Source: an optimization exercise on an open RTL-to-GDS flow (aim: small area and a short achievable clock period). Production flows keep margins and buffers that such runs may drop.
Function was checked by simulation only, so behaviour that the tests miss may differ from the original.
Power figures rest on the tool's default switching activity, not on a simulated workload.

== red ==
==> flow/design.v (excerpt) <==
module alu_operations_five (
    input  clk,
    input  rst_n,
    input  load,
    input  signed [31:0]  ID_EX_A,
    input  signed [31:0]  ID_EX_B,
    input  signed [5:0]   opcode,
    output reg signed [31:0] ALU_result
);
    wire [31:0] A = ID_EX_A;
    wire [31:0] B = ID_EX_B;
    wire [5:0]  op = opcode;
    wire valid = (op[5:3] == 3'b000) && (op[2:1] != 2'b11);
    wire m = op[2] & op[0];               
    wire cAND = ~m & op[1] & ~op[0];
    wire cOR = ~m & op[1] & op[0];
    wire cAOR = ~m & (~op[1] | op[0]);
    wire cC = ~m & ~op[1];
    wire inv = op[0] | op[2];
    wire [31:0] nAg;
    wire g1;
    wire g2;
    wire g3;
    wire neg0_4;
    wire g5;
    wire g6;
    wire g7;
    wire neg0_8;
    wire g9;
    wire g10;
    wire g11;
    wire g12;
    wire g13;
    wire g14;
    wire g15;
    wire g16;
    wire g17;
    wire g18;
    wire g19;
    wire g20;
    wire g21;
    wire g22;
    wire g23;
    wire g24;
    wire g25;
    wire g26;
    wire g27;
    wire g28;
    wire g29;
    wire g30;
    wire g31;
    wire g32;
    wire g33;
    wire g34;
    wire g35;
    wire g36;
    wire g37;
    wire g38;
    wire g39;
    wire g40;
    wire g41;
    wire g42;
    wire g43;
  ...
Size in the first run: ~150 flip-flops, about 110 I/O pins, ~17000 um^2 of cells after synthesis.
==> flow/config.mk <==
export PLATFORM = sky130hd
export DESIGN_NAME = alu_operations_five
export DESIGN_NICKNAME = alu_operations_five
export VERILOG_FILES = /design/flow/design.v
export SDC_FILE = /design/flow/constraint.sdc
export NUM_CORES = 4
export LEC_CHECK = 0
export CAP_MARGIN = 20
export CORE_MARGIN = 2
export CORE_UTILIZATION = 40
export CTS_BUF_LIST = sky130_fd_sc_hd__clkbuf_4 sky130_fd_sc_hd__clkbuf_8
export SETUP_SLACK_MARGIN = 3.8
export SLEW_MARGIN = 20
export SYNTH_HIERARCHICAL = 1
==> flow/constraint.sdc <==
create_clock -name core_clock -period 8.5 [get_ports {clk}]
set_input_delay 1.7000 -clock core_clock [delete_from_list [all_inputs] [get_ports {clk}]]
set_output_delay 1.7000 -clock core_clock [all_outputs]
set_load 0.01 [all_outputs]
standard.sh (not shown) runs the stock make flow with config.mk's settings and CLKGATE_MAP_FILE= SYNTH_SCRIPT=/design/flow/synth_recipe.tcl, a recipe that flattens the netlist after the stock synthesis.
==> flow/flow/run.sh <==
#!/bin/bash
set -euo pipefail
bash standard.sh BUFFER_PORTS_ARGS="-buffer_cell sky130_fd_sc_hd__buf_1" finish > standard.log 2>&1
Inputs modified between red and blue:
- swapping 3.8 for 4.1 in SETUP_SLACK_MARGIN
- swapping 20 for 10 in CAP_MARGIN
- swapping 20 for 10 in SLEW_MARGIN
## What came out
In the flow results for blue and red, the final cycle utilization of the critical path is larger on red. Cell internal power dissipation on blue is behind red. red → blue: hold slack held steady; layout net count decreased 0.51%; total cell area at the placement stage now larger; final worst slack went up by 400 ps. Overall track demand over capacity in global routing ended up 0.28 points lower on blue than on red. From red to blue, total I/O pin count did not move at all. Against red, blue reports a largest net degree at the start of global routing that is lower.
[inputs] green vs blue
- CORE_UTILIZATION changed from 40 to 65
- CAP_MARGIN changed from 10 to 20
- SLEW_MARGIN changed from 10 to 20
==> comparison <==
Compared with blue, in green clock latency on the worst-skew pair decreased 20 ps; post-detailed-routing wire length rose by 1.9 mm. | period utilization | green vs blue | 0.69 points higher |.
Input changes introduced in orange (baseline for comparison: green):
- SETUP_SLACK_MARGIN changed from 4.1 to 3.8
- CTS_BUF_LIST removed (was sky130_fd_sc_hd__clkbuf_4 sky130_fd_sc_hd__clkbuf_8)
- CORE_UTILIZATION changed from 65 to 40
==> results.txt <==
orange vs green: detailed-placement wirelength estimate up in orange
Relative to green, orange degrades internal power.
Looking at green and orange, the register fraction of the total cell area is a wash.
[compare] base=green new=orange: clock network power +about 26%; utilization -29 points; routed wire length ~0 delta; share of total power in combinational logic -2.2 points.
Changes in purple relative to orange:
- SETUP_SLACK_MARGIN now 4.1, was 3.8
- CORE_UTILIZATION now 55, was 40
- CTS_BUF_LIST now sky130_fd_sc_hd__clkbuf_4 sky130_fd_sc_hd__clkbuf_8, previously not set
Notes after the runs:
- Of purple and orange, the run reporting the lower chip width was purple.
- In the flow results for purple and orange, the routing usage on met2 is smaller on orange.
- In purple relative to orange, die height had gone down by more than 10%.
- Aggregate routed wire length: purple worse than orange

========
Another version of the RTL of alu_operations_five (not shown whole).
Size in the first run: ~160 flip-flops, about 110 I/O pins.
Settings: LEC_CHECK=0, CAP_MARGIN=20, CORE_MARGIN=2, CORE_UTILIZATION=40, SETUP_SLACK_MARGIN=3.7, SLEW_MARGIN=20, SYNTH_HIERARCHICAL=1; clock period 8.5 ns.
run.sh (not shown) runs the stock make flow with config.mk's settings and CLKGATE_MAP_FILE= SYNTH_SCRIPT=/design/flow/synth_recipe.tcl, a recipe that flattens the netlist after the stock synthesis.
Stock flow here: none of the scripts above is used.
The starting point passed the timing, design-rule and antenna checks.
Next try:
==> flow/flow/run.sh (new file) <==
#!/bin/bash
set -euo pipefail
bash standard.sh BUFFER_PORTS_ARGS="-buffer_cell sky130_fd_sc_hd__buf_1" finish > standard.log 2>&1
==> flow/standard.sh (new file) <==
#!/bin/bash
# synth_recipe.tcl (not shown) runs the flow's synth.tcl, then flattens the netlist and writes it again
# the make line also repeats each setting of config.mk as NAME=value (left out here)
make -C /OpenROAD-flow-scripts/flow DESIGN_CONFIG=/design/flow/config.mk WORK_HOME=/design/flow/orfs CLKGATE_MAP_FILE= SYNTH_SCRIPT=/design/flow/synth_recipe.tcl "${@:-finish}"
removed: flow/run.sh
The changed run went through all stages and came out clean.
Sequential power is about the same.
Total power shrinks by 1.6%.
Register-to-register slack degrades by 200 ps.
Worst hold slack hardly moves.
Wire length shrinks by 2.9%.
Cell area shrinks by 4.0%.
Synthesized cell count stays the same.
Count of clock-buffer cells in the layout shrinks by 7.
Non-clock buffer count shrinks by 8.
Clock power stays flat.
First-iteration DRC count shrinks by 5.2%.

========
Another version of the RTL of alu_operations_five (not shown whole).
For scale: ~1400 cells after synthesis, roughly 160 flip-flops, ~110 I/O pins.
export LEC_CHECK = 0
export CAP_MARGIN = 20
export CORE_MARGIN = 2
export CORE_UTILIZATION = 40
export SETUP_SLACK_MARGIN = 3.7
export SLEW_MARGIN = 20
export SYNTH_HIERARCHICAL = 1
create_clock -name core_clock -period 8.5 [get_ports {clk}]
Stock flow here: none of the scripts above is used.
Edit:
SETUP_SLACK_MARGIN = 4.1   (was 3.7)
What happened:
- The changed run produced a clean layout
- final area grows by roughly a tenth
- via count climbs by roughly a tenth
- non-clock buffer count grows by 82
- critical path depth goes up by 1
- final cell count goes up by a few percent
- total power goes up by a few percent
- global-route usage rises by 4.8 points
- clock power rose by a little under a tenth
- sequential power barely changes
- hold slack hardly moves
Edit:
SETUP_SLACK_MARGIN = 3.2   (was 4.1)
Maximum frequency decreases by 14%.
Routed wire length decreases by 18%.
Area after synthesis stays the same.
Synthesized cell count does not change.
Hold slack is about the same.
Global-route usage decreases by 4.8 points.
Via count decreases by 10%.
First-iteration DRC count decreases by 28%.
Edit:
CORE_UTILIZATION = 55   (was 40)
SETUP_SLACK_MARGIN = 3.7   (was 3.2)
What happened:
- synthesized cell count is unchanged
- synthesized area stays the same
- cell count decreases by 5.2%
- non-clock buffer count is higher by 27
- total power went up by 2.9%
- setup slack improved by 0.42 ns
- sequential cell count is unchanged
- worst hold slack is about the same
- clock skew is about the same
- final area rose by 3.4%

========
alu_operations_five, a different RTL version from the one above (not shown whole).
Size in the first run: about 15000 um^2 of cells after synthesis.
make LEC_CHECK=0 CAP_MARGIN=20 CORE_MARGIN=2 CORE_UTILIZATION=40 SLEW_MARGIN=20 SYNTH_HIERARCHICAL=1 finish   # period 8.5 ns
The starting point passed the timing, design-rule and antenna checks.
Then changed:
--- a/flow/config.mk
+++ b/flow/config.mk
@@ -9,4 +9,5 @@
 export CORE_MARGIN = 2
 export CORE_UTILIZATION = 40
+export SETUP_SLACK_MARGIN = 2.0
 export SLEW_MARGIN = 20
 export SYNTH_HIERARCHICAL = 1
After rerunning:
- The new run went through all stages and came out clean
- via count rose by 1.2%
- wire length climbs by 3.2%
- clock skew stays flat
- critical path depth went down by 1
- sequential cell count does not change
- worst setup slack improves by 0.60 ns
- register-to-register slack degrades by 0.11 ns
- non-clock buffer count shrinks by 3
- first-iteration DRC count is about the same

========
Another version of the RTL of alu_operations_five (not shown whole).
For scale: roughly 110 I/O pins, roughly 17,000 µm² of cells after synthesis.
export LEC_CHECK = 0
export CAP_MARGIN = 20
export CORE_MARGIN = 2
export CORE_UTILIZATION = 40
export CTS_BUF_LIST = sky130_fd_sc_hd__clkbuf_4 sky130_fd_sc_hd__clkbuf_8
export SETUP_SLACK_MARGIN = 4.3
export SLEW_MARGIN = 20
export SYNTH_HIERARCHICAL = 1
create_clock -name core_clock -period 8.5 [get_ports {clk}]
standard.sh (not shown) runs the stock make flow with config.mk's settings and CLKGATE_MAP_FILE= SYNTH_SCRIPT=/design/flow/synth_recipe.tcl, a recipe that flattens the netlist after the stock synthesis.
==> flow/flow/run.sh <==
#!/bin/bash
set -euo pipefail
bash standard.sh BUFFER_PORTS_ARGS="-buffer_cell sky130_fd_sc_hd__buf_1" finish > standard.log 2>&1
Change:
--- a/flow/config.mk
+++ b/flow/config.mk
@@ -12 +12 @@
-export SETUP_SLACK_MARGIN = 4.3
+export SETUP_SLACK_MARGIN = 4.1
Result: Clock skew came out higher by 0.0083 ns. Routed wire length came out lower by 8.9%. Cell area came out lower by about 7%. Synthesized cell count does not change. Setup slack loses 0.26 ns. Critical path depth came out lower by 1. Flip-flop and latch count is unchanged. Total power came out lower by 2.6%. Sequential power stays flat.

========
alu_operations_five, a different RTL version from the one above (not shown whole).
Size in the first run: ~110 I/O pins, roughly 0.016 mm² of cells after synthesis.
clock: 8.5 ns
lec_check: 0
cap_margin: 20
core_margin: 2
core_utilization: 40
setup_slack_margin: 4.0
slew_margin: 20
synth_hierarchical: 1
Scripts as last shown in full above: flow/flow/run.sh
Change:
Settings changed: CTS_BUF_LIST set to sky130_fd_sc_hd__clkbuf_4 sky130_fd_sc_hd__clkbuf_8, SETUP_SLACK_MARGIN 4.0 to 3.4.
What happened: The new run ran to the end with no violations; synthesized cell count is unchanged; synthesized area does not change; power falls by 11%; cell area falls by 17%; clock power falls by 27%; utilization falls by 9.5 points; worst setup slack is worse by 0.34 ns.

-- afterwards: timing with drivers on the ports --
Ports are ideal in the flow. The routed layouts listed here were re-timed in OpenROAD.
Step 1, drivers: a clkbuf_16 drives clk and a buf_2 each remaining input, both assumed.
Step 2, shift: input delay + t, output delay - t, t = (earliest + latest rising clock arrival at the registers) / 2. This alone moves slack from input paths to output paths.
a / b / c = ideal / step 1 / step 2; a / b = the first two.
run	t (ns)	setup WS [ns]	latest minus earliest clock arrival (ns)	cell pins on the clock port's net
red	0.561	3.672 / 3.701 / 3.140	0.015 / 0.016	1
blue	0.560	4.074 / 4.067 / 3.506	0.021 / 0.021	1
green	0.530	4.016 / 3.989 / 3.459	0.030 / 0.029	1
orange	0.513	3.831 / 3.864 / 3.351	0.009 / 0.008	1
purple	0.550	4.094 / 3.947 / 3.397	0.019 / 0.019	1
the first run of note 2	0.507	3.767 / 3.631 / 3.124	0.018 / 0.018	1
the second run of note 2	0.506	3.770 / 3.792 / 3.285	0.013 / 0.013	1
the first run of note 3	0.523	3.718 / 3.725 / 3.202	0.020 / 0.020	1
the second run of note 3	0.515	4.001 / 3.784 / 3.269	0.016 / 0.016	1
the third run of note 3	0.522	3.265 / 3.269 / 2.747	0.015 / 0.015	1
the fourth run of note 3	0.510	3.688 / 3.719 / 3.210	0.010 / 0.011	1
the first run of note 4	0.408	1.493 / 1.504 / 1.096	0.015 / 0.015	1
the second run of note 4	0.421	2.090 / 2.089 / 1.667	0.020 / 0.019	1
the first run of note 5	0.575	4.267 / 4.267 / 3.720	0.019 / 0.020	1
the second run of note 5	0.566	4.006 / 4.037 / 3.471	0.023 / 0.024	1
the first run of note 6	0.482	3.769 / 3.615 / 3.133	0.015 / 0.014	1
the second run of note 6	0.534	3.429 / 3.424 / 2.890	0.022 / 0.022	1
After both steps setup and hold are still met in every run listed. For the second run of note 3, which loses most, drivers alone change the setup slack by -0.217 ns; drivers and shift together by -0.732 ns.
